Context: an optimization exercise on an open-source flow, tuned for small area, a short achievable clock period and few clock cycles. The choices shown serve that exercise and are no tape-out recipe. The RTL was checked by simulation tests, not by an equivalence proof against the original design. No activity file was given, so power comes from the tool's default toggle rates.

<file path="flow/config.mk">
export PLATFORM = sky130hd
export DESIGN_NAME = riscv_core
export DESIGN_NICKNAME = riscv_core
export VERILOG_FILES = /design/flow/design.v
export SDC_FILE = /design/flow/constraint.sdc
export NUM_CORES = 4
export LEC_CHECK = 0
export CAP_MARGIN = 20
export CORE_MARGIN = 2
export CORE_UTILIZATION = 30
export PLACE_DENSITY = 0.35
export SETUP_SLACK_MARGIN = 0.4
export SLEW_MARGIN = 20
</file>
<file path="flow/constraint.sdc">
create_clock -name core_clock -period 15.0 [get_ports {clk}]
set_input_delay 3.0000 -clock core_clock [delete_from_list [all_inputs] [get_ports {clk}]]
set_output_delay 3.0000 -clock core_clock [all_outputs]
set_load 0.01 [all_outputs]
</file>
<file path="flow/design.v">
module alu_int (
    input  logic [31:0] a,
    input  logic [31:0] b,
    input  logic [3:0]  alu_op,
    output logic [31:0] result,
    output logic        zero
);
    typedef enum logic [3:0] {
        ALU_ADD  = 4'b0000,
        ALU_SUB  = 4'b1000,
        ALU_SLL  = 4'b0001,
        ALU_SLT  = 4'b0010,
        ALU_SLTU = 4'b0011,
        ALU_XOR  = 4'b0100,
        ALU_SRL  = 4'b0101,
        ALU_SRA  = 4'b1101,
        ALU_OR   = 4'b0110,
        ALU_AND  = 4'b0111
    } alu_op_t;
    always_comb begin
        case (alu_op)
            ALU_ADD:  result = a + b;
            ALU_SUB:  result = a - b;
            ALU_SLL:  result = a << b[4:0];
            ALU_SLT:  result = ($signed(a) < $signed(b)) ? 32'd1 : 32'd0;
            ALU_SLTU: result = (a < b) ? 32'd1 : 32'd0;
            ALU_XOR:  result = a ^ b;
            ALU_SRL:  result = a >> b[4:0];
            ALU_SRA:  result = $signed(a) >>> b[4:0];
            ALU_OR:   result = a | b;
            ALU_AND:  result = a & b;
            default:  result = 32'd0;
        endcase
    end
    assign zero = (result == 32'd0);
endmodule
module reg_file (
    input  logic        clk,
    input  logic        rst_n,
    input  logic [4:0]  rs1_addr,
    input  logic [4:0]  rs2_addr,
    input  logic [4:0]  rd_addr,
    input  logic [31:0] rd_data,
    input  logic        we,
    output logic [31:0] rs1_data,
    output logic [31:0] rs2_data
);
    logic [31:0] regs [31:0];
    assign rs1_data = (rs1_addr == 5'd0) ? 32'd0 : regs[rs1_addr];
    assign rs2_data = (rs2_addr == 5'd0) ? 32'd0 : regs[rs2_addr];
    always_ff @(posedge clk or negedge rst_n) begin
        if (!rst_n) begin
            for (int i = 0; i < 32; i++) begin
                regs[i] <= 32'd0;
            end
        end else if (we && (rd_addr != 5'd0)) begin
            regs[rd_addr] <= rd_data;
        end
    end
endmodule
module decoder (
    input  logic [31:0] instr,
    output logic [6:0]  opcode,
    output logic [4:0]  rd,
    output logic [4:0]  rs1,
    output logic [4:0]  rs2,
    output logic [2:0]  funct3,
    output logic [6:0]  funct7,
    output logic [31:0] imm_i,
    output logic [31:0] imm_s,
    output logic [31:0] imm_b,
    output logic [31:0] imm_u,
    output logic [31:0] imm_j
);
    assign opcode = instr[6:0];
    assign rd     = instr[11:7];
    assign funct3 = instr[14:12];
    assign rs1    = instr[19:15];
    assign rs2    = instr[24:20];
    assign funct7 = instr[31:25];
    assign imm_i = {{20{instr[31]}}, instr[31:20]};
    assign imm_s = {{20{instr[31]}}, instr[31:25], instr[11:7]};
    assign imm_b = {{19{instr[31]}}, instr[31], instr[7], instr[30:25], instr[11:8], 1'b0};
    assign imm_u = {instr[31:12], 12'b0};
    assign imm_j = {{11{instr[31]}}, instr[31], instr[19:12], instr[20], instr[30:21], 1'b0};
endmodule
module control_unit (
    input  logic [6:0]  opcode,
    input  logic [2:0]  funct3,
    input  logic [6:0]  funct7,
    output logic        reg_write,
    output logic        mem_write,
    output logic        mem_read,
    output logic        alu_src,     
    output logic        mem_to_reg,  
    output logic [3:0]  alu_op,
    output logic        branch,
    output logic        jump,
    output logic        jalr,
    output logic        lui,
    output logic        auipc
);
    localparam OP_R_TYPE  = 7'b0110011;
    localparam OP_I_TYPE  = 7'b0010011;
    localparam OP_LOAD    = 7'b0000011;
    localparam OP_STORE   = 7'b0100011;
    localparam OP_BRANCH  = 7'b1100011;
    localparam OP_JAL     = 7'b1101111;
    localparam OP_JALR    = 7'b1100111;
    localparam OP_LUI     = 7'b0110111;
    localparam OP_AUIPC   = 7'b0010111;
    localparam ALU_ADD  = 4'b0000;
    localparam ALU_SUB  = 4'b1000;
    localparam ALU_SLL  = 4'b0001;
    localparam ALU_SLT  = 4'b0010;
    localparam ALU_SLTU = 4'b0011;
    localparam ALU_XOR  = 4'b0100;
    localparam ALU_SRL  = 4'b0101;
    localparam ALU_SRA  = 4'b1101;
    localparam ALU_OR   = 4'b0110;
    localparam ALU_AND  = 4'b0111;
    always_comb begin
        reg_write  = 0;
        mem_write  = 0;
        mem_read   = 0;
        alu_src    = 0;
        mem_to_reg = 0;
        alu_op     = ALU_ADD;
        branch     = 0;
        jump       = 0;
        jalr       = 0;
        lui        = 0;
        auipc      = 0;
        case (opcode)
            OP_R_TYPE: begin
                reg_write = 1;
                case (funct3)
                    3'b000: alu_op = (funct7[5]) ? ALU_SUB : ALU_ADD;
                    3'b001: alu_op = ALU_SLL;
                    3'b010: alu_op = ALU_SLT;
                    3'b011: alu_op = ALU_SLTU;
                    3'b100: alu_op = ALU_XOR;
                    3'b101: alu_op = (funct7[5]) ? ALU_SRA : ALU_SRL;
                    3'b110: alu_op = ALU_OR;
                    3'b111: alu_op = ALU_AND;
                endcase
            end
            OP_I_TYPE: begin
                reg_write = 1;
                alu_src   = 1;
                case (funct3)
                    3'b000: alu_op = ALU_ADD;
                    3'b001: alu_op = ALU_SLL;
                    3'b010: alu_op = ALU_SLT;
                    3'b011: alu_op = ALU_SLTU;
                    3'b100: alu_op = ALU_XOR;
                    3'b101: alu_op = (funct7[5]) ? ALU_SRA : ALU_SRL;
                    3'b110: alu_op = ALU_OR;
                    3'b111: alu_op = ALU_AND;
                endcase
            end
            OP_LOAD: begin
                reg_write  = 1;
                mem_read   = 1;
                alu_src    = 1;
                mem_to_reg = 1;
                alu_op     = ALU_ADD;
            end
            OP_STORE: begin
                mem_write = 1;
                alu_src   = 1;
                alu_op    = ALU_ADD;
            end
            OP_BRANCH: begin
                branch = 1;
                case (funct3)
                    3'b000: alu_op = ALU_SUB;   
                    3'b001: alu_op = ALU_SUB;   
                    3'b100: alu_op = ALU_SLT;   
                    3'b101: alu_op = ALU_SLT;   
                    3'b110: alu_op = ALU_SLTU;  
                    3'b111: alu_op = ALU_SLTU;  
                    default: alu_op = ALU_SUB;
                endcase
            end
            OP_JAL: begin
                jump      = 1;
                reg_write = 1;
            end
            OP_JALR: begin
                jalr      = 1;
                reg_write = 1;
                alu_src   = 1;
                alu_op    = ALU_ADD;
            end
            OP_LUI: begin
                lui       = 1;
                reg_write = 1;
            end
            OP_AUIPC: begin
                auipc     = 1;
                reg_write = 1;
                alu_src   = 1;
            end
        endcase
    end
endmodule
module axi_adapter (
    input  logic        clk,
    input  logic        rst_n,
    input  logic        req_valid,
    input  logic        req_write,  
    input  logic [31:0] req_addr,
    input  logic [31:0] req_wdata,
    input  logic [3:0]  req_wstrb,
    output logic [31:0] resp_rdata,
    output logic        resp_valid,
    output logic        req_ready,
    output logic [31:0] axi_awaddr,
    output logic        axi_awvalid,
    input  logic        axi_awready,
    output logic [31:0] axi_wdata,
    output logic [3:0]  axi_wstrb,
    output logic        axi_wvalid,
    input  logic        axi_wready,
    input  logic [1:0]  axi_bresp,
    input  logic        axi_bvalid,
    output logic        axi_bready,
    output logic [31:0] axi_araddr,
    output logic        axi_arvalid,
    input  logic        axi_arready,
    input  logic [31:0] axi_rdata,
    input  logic [1:0]  axi_rresp,
    input  logic        axi_rvalid,
    output logic        axi_rready
);
    typedef enum logic [2:0] {IDLE, WRITE_ADDR_DATA, WRITE_RESP, READ_ADDR, READ_DATA} state_t;
    state_t state, next_state;
    always_ff @(posedge clk or negedge rst_n) begin
        if (!rst_n) begin
            state <= IDLE;
        end else begin
            state <= next_state;
        end
    end
    always_comb begin
        next_state = state;
        req_ready   = 0;
        resp_valid  = 0;
        axi_awvalid = 0;
        axi_wvalid  = 0;
        axi_bready  = 0;
        axi_arvalid = 0;
        axi_rready  = 0;
        axi_awaddr  = req_addr;
        axi_wdata   = req_wdata;
        axi_wstrb   = req_wstrb;
        axi_araddr  = req_addr;
        case (state)
            IDLE: begin
                req_ready = 1;
                if (req_valid) begin
                    if (req_write) begin
                        next_state = WRITE_ADDR_DATA;
                    end else begin
                        next_state = READ_ADDR;
                    end
                end
            end
            WRITE_ADDR_DATA: begin
                axi_awvalid = 1;
                axi_wvalid  = 1;
                if (axi_awready && axi_wready) begin
                    next_state = WRITE_RESP;
                end
            end
            WRITE_RESP: begin
                axi_bready = 1;
                if (axi_bvalid) begin
                    resp_valid = 1;  
                    next_state = IDLE;
                end
            end
            READ_ADDR: begin
                axi_arvalid = 1;
                if (axi_arready) begin
                    next_state = READ_DATA;
                end
            end
            READ_DATA: begin
                axi_rready = 1;
                if (axi_rvalid) begin
                    resp_valid = 1;
                    next_state = IDLE;
                end
            end
        endcase
    end
    assign resp_rdata = axi_rdata;
endmodule
module fetch_unit (
    input  logic        clk,
    input  logic        rst_n,
    input  logic        branch_taken,
    input  logic [31:0] branch_target,
    output logic [31:0] pc,
    output logic [31:0] instr,
    output logic        instr_valid,
    input  logic        instr_ready,  
    output logic [31:0] axi_araddr,
    output logic        axi_arvalid,
    input  logic        axi_arready,
    input  logic [31:0] axi_rdata,
    input  logic [1:0]  axi_rresp,
    input  logic        axi_rvalid,
    output logic        axi_rready
);
    logic [31:0] current_pc;
    logic [31:0] next_pc;
    logic        pc_write;
    localparam BUFFER_DEPTH = 2;
    logic [31:0] buffer_data [BUFFER_DEPTH-1:0];
    logic [31:0] buffer_pc   [BUFFER_DEPTH-1:0];  
    logic        buffer_valid [BUFFER_DEPTH-1:0];
    logic        buffer_full;
    logic        buffer_empty;
    logic        push;
    logic        pop;
    logic        wr_ptr;
    logic        rd_ptr;
    logic [1:0]  count;
    typedef enum logic [1:0] {IDLE, READ_ADDR, READ_DATA} state_t;
    state_t state, next_state;
    logic [31:0] fetch_addr;
    logic        discard;
    always_ff @(posedge clk or negedge rst_n) begin
        if (!rst_n) begin
            current_pc <= 32'd0;
        end else if (branch_taken) begin
            current_pc <= branch_target;
        end else if (pc_write) begin
            current_pc <= next_pc;
        end
    end
    assign next_pc = current_pc + 4;
    assign buffer_full  = (count == BUFFER_DEPTH);
    assign buffer_empty = (count == 0);
    assign pc_write = (state == IDLE && !branch_taken && !buffer_full);
    always_ff @(posedge clk or negedge rst_n) begin
        if (!rst_n) begin
            state <= IDLE;
        end else begin
            state <= next_state;
        end
    end
    always_ff @(posedge clk or negedge rst_n) begin
        if (!rst_n) begin
            fetch_addr <= 32'd0;
            discard    <= 1'b0;
        end else begin
            if (pc_write) fetch_addr <= current_pc;
            if (state == READ_DATA && axi_rvalid) discard <= 1'b0;
            else if (branch_taken && state != IDLE) discard <= 1'b1;
        end
    end
    always_comb begin
        next_state = state;
        axi_arvalid = 0;
        axi_rready = 0;
        axi_araddr = fetch_addr;
        push = 0;
        case (state)
            IDLE: begin
                if (pc_write) begin
                    next_state = READ_ADDR;
                end
            end
            READ_ADDR: begin
                axi_arvalid = 1;
                if (axi_arready) begin
                    next_state = READ_DATA;
                end
            end
            READ_DATA: begin
                axi_rready = 1;
                if (axi_rvalid) begin
                    push = !discard;
                    next_state = IDLE;
                end
            end
            default: next_state = IDLE;
        endcase
    end
    always_ff @(posedge clk or negedge rst_n) begin
        if (!rst_n) begin
            wr_ptr <= 0;
            rd_ptr <= 0;
            count  <= 0;
            for (int i=0; i<BUFFER_DEPTH; i++) begin
                buffer_valid[i] <= 0;
            end
        end else if (branch_taken) begin
            wr_ptr <= 0;
            rd_ptr <= 0;
            count  <= 0;
            for (int i=0; i<BUFFER_DEPTH; i++) begin
                buffer_valid[i] <= 0;
            end
        end else begin
            if (push && !buffer_full) begin
                buffer_data[wr_ptr] <= axi_rdata;
                buffer_pc[wr_ptr]   <= fetch_addr;  
                buffer_valid[wr_ptr] <= 1;
                wr_ptr <= wr_ptr + 1;  
                if (!pop) count <= count + 1;
            end
            if (pop && !buffer_empty) begin
                buffer_valid[rd_ptr] <= 0;
                rd_ptr <= rd_ptr + 1;
                if (!push) count <= count - 1;
            end
        end
    end
    assign instr_valid = !buffer_empty;
    assign instr       = buffer_data[rd_ptr];
    assign pc          = buffer_pc[rd_ptr];  
    assign pop         = instr_valid && instr_ready;
endmodule
module datapath (
    input  logic        clk,
    input  logic        rst_n,
    input  logic [31:0] instr,
    input  logic [31:0] pc,
    input  logic        reg_write,
    input  logic        mem_to_reg,
    input  logic        alu_src,
    input  logic [3:0]  alu_op,
    input  logic        jalr,
    input  logic        lui,
    input  logic        auipc,
    input  logic [31:0] mem_rdata,
    output logic [31:0] mem_wdata,
    output logic [31:0] alu_result,  
    output logic        zero,
    output logic [31:0] branch_target
);
    logic [6:0]  opcode;
    logic [4:0]  rd;
    logic [4:0]  rs1;
    logic [4:0]  rs2;
    logic [2:0]  funct3;
    logic [6:0]  funct7;
    logic [31:0] imm_i;
    logic [31:0] imm_s;
    logic [31:0] imm_b;
    logic [31:0] imm_u;
    logic [31:0] imm_j;
    logic [31:0] rs1_data;
    logic [31:0] rs2_data;
    logic [31:0] src_a;
    logic [31:0] src_b;
    logic [31:0] alu_out;
    logic [31:0] rd_data;
    logic [31:0] imm_val;
    decoder u_decoder (
        .instr  (instr),
        .opcode (opcode),
        .rd     (rd),
        .rs1    (rs1),
        .rs2    (rs2),
        .funct3 (funct3),
        .funct7 (funct7),
        .imm_i  (imm_i),
        .imm_s  (imm_s),
        .imm_b  (imm_b),
        .imm_u  (imm_u),
        .imm_j  (imm_j)
    );
    reg_file u_reg_file (
        .clk      (clk),
        .rst_n    (rst_n),
        .rs1_addr (rs1),
        .rs2_addr (rs2),
        .rd_addr  (rd),
        .rd_data  (rd_data),
        .we       (reg_write),
        .rs1_data (rs1_data),
        .rs2_data (rs2_data)
    );
    always_comb begin
        case (opcode)
            7'b0010011: imm_val = imm_i;  
            7'b0000011: imm_val = imm_i;  
            7'b0100011: imm_val = imm_s;  
            7'b1100011: imm_val = imm_b;  
            7'b1101111: imm_val = imm_j;  
            7'b1100111: imm_val = imm_i;  
            7'b0110111: imm_val = imm_u;  
            7'b0010111: imm_val = imm_u;  
            default:    imm_val = 32'd0;
        endcase
    end
    assign src_a = (auipc) ? pc : rs1_data;  
    assign src_b = (alu_src) ? imm_val : rs2_data;
    alu_int u_alu (
        .a      (src_a),
        .b      (src_b),
        .alu_op (alu_op),
        .result (alu_out),
        .zero   (zero)
    );
    assign alu_result = alu_out;
    assign mem_wdata  = rs2_data;
    always_comb begin
        if (mem_to_reg) begin
            rd_data = mem_rdata;
        end else if (lui) begin
            rd_data = imm_u;
        end else if (opcode == 7'b1101111 || opcode == 7'b1100111) begin  
            rd_data = pc + 4;
        end else begin
            rd_data = alu_out;
        end
    end
    assign branch_target = (jalr) ? (rs1_data + imm_val) : (pc + imm_val);
endmodule
module riscv_core (
    input  logic        clk,
    input  logic        rst_n,
    output logic [31:0] instr_awaddr,
    output logic        instr_awvalid,
    input  logic        instr_awready,
    output logic [31:0] instr_wdata,
    output logic [3:0]  instr_wstrb,
    output logic        instr_wvalid,
    input  logic        instr_wready,
    input  logic [1:0]  instr_bresp,
    input  logic        instr_bvalid,
    output logic        instr_bready,
    output logic [31:0] instr_araddr,
    output logic        instr_arvalid,
    input  logic        instr_arready,
    input  logic [31:0] instr_rdata,
    input  logic [1:0]  instr_rresp,
    input  logic        instr_rvalid,
    output logic        instr_rready,
    output logic [31:0] data_awaddr,
    output logic        data_awvalid,
    input  logic        data_awready,
    output logic [31:0] data_wdata,
    output logic [3:0]  data_wstrb,
    output logic        data_wvalid,
    input  logic        data_wready,
    input  logic [1:0]  data_bresp,
    input  logic        data_bvalid,
    output logic        data_bready,
    output logic [31:0] data_araddr,
    output logic        data_arvalid,
    input  logic        data_arready,
    input  logic [31:0] data_rdata,
    input  logic [1:0]  data_rresp,
    input  logic        data_rvalid,
    output logic        data_rready
);
    logic [31:0] instr;
    logic [31:0] pc;
    logic        instr_valid;
    logic        instr_ready;
    logic        reg_write;
    logic        mem_write;
    logic        mem_read;
    logic        alu_src;
    logic        mem_to_reg;
    logic [3:0]  alu_op;
    logic        branch;
    logic        jump;
    logic        jalr;
    logic        lui;
    logic        auipc;
    logic        zero;
    logic [31:0] branch_target;
    logic        branch_taken;
    logic [31:0] alu_result;
    logic [31:0] mem_wdata;
    logic [31:0] mem_rdata;
    logic        mem_req_valid;
    logic        mem_req_ready;
    logic        mem_resp_valid;
    logic [6:0]  opcode;
    logic [2:0]  funct3;
    logic [6:0]  funct7;
    assign opcode = instr[6:0];
    assign funct3 = instr[14:12];
    assign funct7 = instr[31:25];
    logic branch_condition_met;
    always_comb begin
        case (funct3)
            3'b000: branch_condition_met = zero;           
            3'b001: branch_condition_met = !zero;          
            3'b100: branch_condition_met = !zero;          
            3'b101: branch_condition_met = zero;           
            3'b110: branch_condition_met = !zero;          
            3'b111: branch_condition_met = zero;           
            default: branch_condition_met = 0;
        endcase
    end
    assign branch_taken = instr_valid && ((branch && branch_condition_met) || jump || jalr);
    fetch_unit u_fetch_unit (
        .clk           (clk),
        .rst_n         (rst_n),
        .branch_taken  (branch_taken),
        .branch_target (branch_target),
        .pc            (pc),
        .instr         (instr),
        .instr_valid   (instr_valid),
        .instr_ready   (instr_ready),
        .axi_araddr    (instr_araddr),
        .axi_arvalid   (instr_arvalid),
        .axi_arready   (instr_arready),
        .axi_rdata     (instr_rdata),
        .axi_rresp     (instr_rresp),
        .axi_rvalid    (instr_rvalid),
        .axi_rready    (instr_rready)
    );
    assign instr_awaddr  = 0;
    assign instr_awvalid = 0;
    assign instr_wdata   = 0;
    assign instr_wstrb   = 0;
    assign instr_wvalid  = 0;
    assign instr_bready  = 0;
    control_unit u_control_unit (
        .opcode     (opcode),
        .funct3     (funct3),
        .funct7     (funct7),
        .reg_write  (reg_write),
        .mem_write  (mem_write),
        .mem_read   (mem_read),
        .alu_src    (alu_src),
        .mem_to_reg (mem_to_reg),
        .alu_op     (alu_op),
        .branch     (branch),
        .jump       (jump),
        .jalr       (jalr),
        .lui        (lui),
        .auipc      (auipc)
    );
    datapath u_datapath (
        .clk           (clk),
        .rst_n         (rst_n),
        .instr         (instr),
        .pc            (pc),
        .reg_write     (reg_write && instr_valid && instr_ready),  
        .mem_to_reg    (mem_to_reg),
        .alu_src       (alu_src),
        .alu_op        (alu_op),
        .jalr          (jalr),
        .lui           (lui),
        .auipc         (auipc),
        .mem_rdata     (mem_rdata),
        .mem_wdata     (mem_wdata),
        .alu_result    (alu_result),
        .zero          (zero),
        .branch_target (branch_target)
    );
    assign mem_req_valid = (mem_write || mem_read) && instr_valid;
    assign instr_ready = mem_req_valid ? mem_resp_valid : 1'b1;
    axi_adapter u_data_adapter (
        .clk         (clk),
        .rst_n       (rst_n),
        .req_valid   (mem_req_valid),
        .req_write   (mem_write),
        .req_addr    (alu_result),
        .req_wdata   (mem_wdata),
        .req_wstrb   (4'b1111),  
        .resp_rdata  (mem_rdata),
        .resp_valid  (mem_resp_valid),
        .req_ready   (mem_req_ready),
        .axi_awaddr  (data_awaddr),
        .axi_awvalid (data_awvalid),
        .axi_awready (data_awready),
        .axi_wdata   (data_wdata),
        .axi_wstrb   (data_wstrb),
        .axi_wvalid  (data_wvalid),
        .axi_wready  (data_wready),
        .axi_bresp   (data_bresp),
        .axi_bvalid  (data_bvalid),
        .axi_bready  (data_bready),
        .axi_araddr  (data_araddr),
        .axi_arvalid (data_arvalid),
        .axi_arready (data_arready),
        .axi_rdata   (data_rdata),
        .axi_rresp   (data_rresp),
        .axi_rvalid  (data_rvalid),
        .axi_rready  (data_rready)
    );
endmodule
</file>
<file path="flow/run.sh">
#!/bin/bash
# synth_recipe.tcl (not shown) runs the flow's synth.tcl, then flattens the netlist and writes it again
# the make line also repeats each setting of config.mk as NAME=value (left out here)
make -C /OpenROAD-flow-scripts/flow DESIGN_CONFIG=/design/flow/config.mk WORK_HOME=/design/flow/orfs CLKGATE_MAP_FILE= SYNTH_SCRIPT=/design/flow/synth_recipe.tcl finish
</file>
==> results.txt <==
The run finished with no timing, DRC or antenna violations. The final hold violation count was 0. Post-route met1 wirelength: 233 mm. Across the VDD grid, the largest voltage drop is 189 uV. The number of placed instances, taps included came out at 11,996. The run gives 222 mm as the met2 wire length. Summed over all nets, wire length on met3 after detailed routing comes to 62.2 mm. The clock drives 1,194 sinks. Summed over all failing endpoints, the final setup total negative slack is 0 ns. The logs give 41,600 um2 for the area of combinational cells with multiple inputs and 378 mm for the placed wire-length estimate. For this run, asynchronously set or reset flops after synthesis account for 89.3%. The cell count after synthesis came out at 8,839. The number of ports placed on the die boundary is 294, and the die extent in x is 505 um. The kind of end point of the critical path was an output port. The number of buffers inserted during clock tree synthesis was 152; the total track usage was 41.7%.

The initial antenna violation count is 56. Between clock sinks in the finished design, the worst skew comes to 0.0797 ns. Clock latency on the worst-skew pair, taken at its later pin, is 0.86 ns.

The worst endpoint data arrival time is 11.35 ns. The floorplan step defined a die boundary enclosing 255,000 um2. Entering global routing, the biggest net connects 161 pins.

The pre-antenna-repair detailed-routing pass consisted of 8 iterations. The logs give 249,000 um2 for the area of the core and 12,316 for the number of cells in the finished layout apart from fillers. The largest fanout on the critical path is 45.

Summing internal, switching and leakage power gives 18.9 mW. The H-tree was split into 4 levels. The number of core rows came out at 183. At the end of the flow, the number of nets in the layout was 9,045. Measured along the y axis, the die boundary spans 505 um. Before CTS, the worst setup slack after placement is 2.06 ns.

In the post-route analysis, the smallest setup slack over all paths is 0.646 ns. The Yosys step of the flow raised 11 warnings. The routed wire length per instance came out at 45.0 um. For the worst setup path, the data required time is 12.00 ns.

The sequential fraction of the synthesis area is 40.6%. The routed layout has 83,381 vias. The critical path is of the flop to output port type.

Primary flip-flop cell chosen by synthesis mapping: dfrtp_1. The mean cell area of the mapped netlist came out at 8.51 um2. The tool flagged a number of max-cap violations equal to 0. Routability-driven placement finished with a final weighted congestion of 0.990.

The run gives 75,022 as the via count of the first global-routing pass. Measured against its own limit, the worst slew margin works out to 13.7%. In this run the clock root is driven by a clkbuf_16. The worst-margin pin slew was 1.29 ns.

The number of flops mapped to enable cells by yosys is 128. Setup violations remaining at the end of the flow were counted as 0. The run gives 0 as the DRC violation count after routing.

The total congestion overflow after global routing was 0. The tightest hold path in the finished design has a slack of 0.524 ns. Derived from the worst setup path, the maximum achievable clock frequency is 69.7 MHz. For this block, the routed nets add up to 554 mm of wire. The longest clock path from root to sink contains 3 buffers. For the final standard cell utilization of the core, the log shows 35.3%.

The number of flip-flops and latches in the synthesized netlist was 1,194; the part of the cycle the worst path needs was 95.7%. The count of final max-slew check failures was 0. STA classifies the critical path startpoint as a flop. The clock input transition at the sequential cells of the worst setup and hold paths is 0.06 ns. The tightest min-delay check is of the flop to flop type. The ratio of cells with drive above 1 in the final layout came out at 12.3%. In this run the remaining antenna-violating nets after routing total 0. The count of fill cells added during filler insertion was 26,095; the post-CTS repair timing setup buffer count was 0. TritonCTS built the clock tree. The number of gates resized after CTS is 0, and the reported leakage power is 36.3 nW. Buffers inserted to repair hold after CTS numbered 0. The placed standard-cell area came out at 82,400 um2. The mapped netlist covers 75,200 um2.

Once the floorplan was initialized, standard cells occupied 30.2% of the core. The worst path needs 14.35 ns of the cycle, external delays included. The topmost layer with routed signal wires was met5.

The violation count after the first detailed-route iteration is 14,960, and the post-synthesis cell type count is 120. Across the whole layout, storage elements account for 30,500 um2. The first global-routing pass estimated 726 mm of wire. The post-synthesis to final-layout area growth is 16.9%. Setup repair after global routing left no endpoint under its margin. The number of port buffers was 207; the summed area of non-filler cells in the final layout was 87,900 um2. The number of vias per cell was 6.77; the power per cell area was 214 nW/um2.
-- kinds of logic (layout without fill, tap and decap cells) --
logic type | after synthesis | count (layout) | share of synthesized area [%]
buffers and inverters | 1044 | 1079 | 6.21
flip-flops | 1194 | 1194 | 40.6
adder cells (fa/ha/maj) | 137 | 137 | 2.31
AND/OR/NAND/NOR | 2786 | 2786 | 17.3
AO/OA/AOI/OAI | 3349 | 3349 | 29.2
multiplexers | 244 | 244 | 3.47
other | 2 | 114 | 0.00998
XOR/XNOR | 83 | 83 | 0.966
-- cells in the final DEF, fill, tap and decap left out, types with 110 or more instances in the layout --
master           Yosys  layout
a21oi_1           1283    1262
a221oi_1           111     111
a22o_1             196     195
a22oi_1            330     298
buf_4              127     433
clkbuf_16            0     159
clkdlybuf4s50_1      0     206
dfrtp_1           1066    1065
edfxtp_1           128     128
ha_1               134     133
inv_1              135     135
mux2i_1            133     124
nand2_1            458     453
nand3_1            273     272
nand4_1            112     112
nor2_1            1311    1254
nor3_1             117     110
o211ai_1           114     114
o21ai_0            447     446
o22ai_1            111     111
-- final timing paths --
check | startpoint | end | slack (ns) | cells after the start
worst max-delay path | u_fetch_unit.rd_ptr | data_awaddr[31] | 0.65 | 25
worst min-delay path | u_fetch_unit.fetch_addr[11] | u_fetch_unit.buffer_pc[1][11] | 0.52 | 0
worst max register to register | u_fetch_unit.rd_ptr | u_fetch_unit.buffer_data[0][11] | 2.12 | 32
worst min register to register | u_fetch_unit.fetch_addr[11] | u_fetch_unit.buffer_pc[1][11] | 0.52 | 0
max in group asynchronous | rst_n | u_fetch_unit.fetch_addr[10] | 9.84 | 4
min in group asynchronous | rst_n | u_datapath.u_reg_file.regs[5][8] | 2.08 | 1
-- where the power goes --
part | total, mW | internal (mW) | switching, mW
Sequential | 5.07 | 4.11 | 0.962
Clock | 3.99 | 2.33 | 1.66
Combinational | 9.80 | 2.71 | 7.09
-- state kept, by name, summed over array words and instances (netlist names) --
signal and cells:
u_fetch_unit.current_pc 32, u_fetch_unit.buffer_data 64, u_fetch_unit.buffer_pc 64, u_fetch_unit.count 2, u_data_adapter.state 3, u_fetch_unit.fetch_addr 32
u_datapath.u_reg_file.regs 992, u_fetch_unit.discard 1, u_fetch_unit.rd_ptr 1, u_fetch_unit.wr_ptr 1, u_fetch_unit.state 2
-- worst max-delay path: stages (launching register included) --
cell             delay [ns]
dfrtp_4                0.74
buf_4                  0.54
or3_1                  0.59
and2_1                 0.49
nor2_4                 0.21
a22o_1                 0.22
a221o_1                0.26
nor4_1                 0.69
a22oi_1                0.47
nand2_1                0.17
a21boi_0               0.66
ha_1                   0.44
o21ai_0                0.12
a21oi_1                0.12
a311oi_1               0.68
a211oi_1               0.27
o41ai_1                0.35
buf_4                  0.20
o221ai_1               0.19
a221oi_1               0.70
nor2_1                 0.07
o21ai_0                0.53
a311oi_1               0.23
a2111oi_0              0.46
a211o_1                0.36
clkdlybuf4s50_1        0.61
-- Yosys cell counts, types with 26 or more instances --
master        n  area [um2]
ha_1        134        1680
a22o_1      196        1720
o22ai_1     111         694
clkbuf_1    594        2230
a211oi_1     76         571
nor2_1     1311        4920
nand3_1     273        1370
a221oi_1    111         972
inv_1       135         507
buf_1        43         161
nor4b_1      45         394
buf_2       123         616
or2_2        34         213
a22oi_1     330        2480
mux2_2      101        1140
a31oi_1      39         244
mux2i_1     133        1330
edfxtp_1    128        3840
nand4_1     112         701
o221ai_1     43         377
a21o_1       26         195
and3_1      101         632
xnor2_1      49         429
o21ai_1      38         190
buf_4       127         953
nand2_1     458        1720
a222oi_1     47         470
a32oi_1      38         333
a2111oi_0    56         490
o211ai_1    114         856
a221o_1      85         851
xor2_1       34         298
o21ai_0     447        2240
nor2b_1      52         325
nor4_1       34         213
nor3_1      117         586
dfrtp_1    1066       26700
a21oi_1    1283        6420
and2_1       34         213
or3_1        28         175
-- cell type report --
type                            count  area share (%)
Timing Repair Buffer              661            6.49
Tap cell                         3330            4.74
Multi-Input combinational cell   6674            47.3
Clock buffer                      230            5.24
Clock inverter                     47           0.830
Inverter                          141           0.603
Sequential cell                  1194            34.7
Antenna cell                       39           0.111
-- routing by layer --
metal	global-route usage [%]	up-vias
li1	-	32827
met1	58.1	42708
met2	57.5	6441
met3	11.8	1378
met4	22.9	27
met5	0.638	-
Testbench counts, summed over its fixed seeds: cycles 230,462.

[port drivers added, routing unchanged]
No port has a modelled driver above. Below, the same layout with a new extraction and two added sets of constraints. Step 1: set_driving_cell puts a clkbuf_16 on clk and a buf_2 on each other input, an assumption about the parent block. Step 2 times the ports against the registers' clock, not the clock port: input delays grow and output delays shrink by t, the midpoint of the rising clock arrivals with the driver on. a / b / c = ideal ports / drivers / drivers and shift; a / b = the first two.
shift t [ns]: 0.916
slack for setup (ns): 0.646 / 0.548 / 1.464
hold slack, ns: 0.524 / 0.524 / 0.524
worst data-port slew with drivers (ns): 0.09
pins driven straight from the clock port: 1
After both steps setup and hold are still met in this run. For this run, drivers alone change the setup slack by -0.098 ns; drivers and shift together by +0.818 ns.
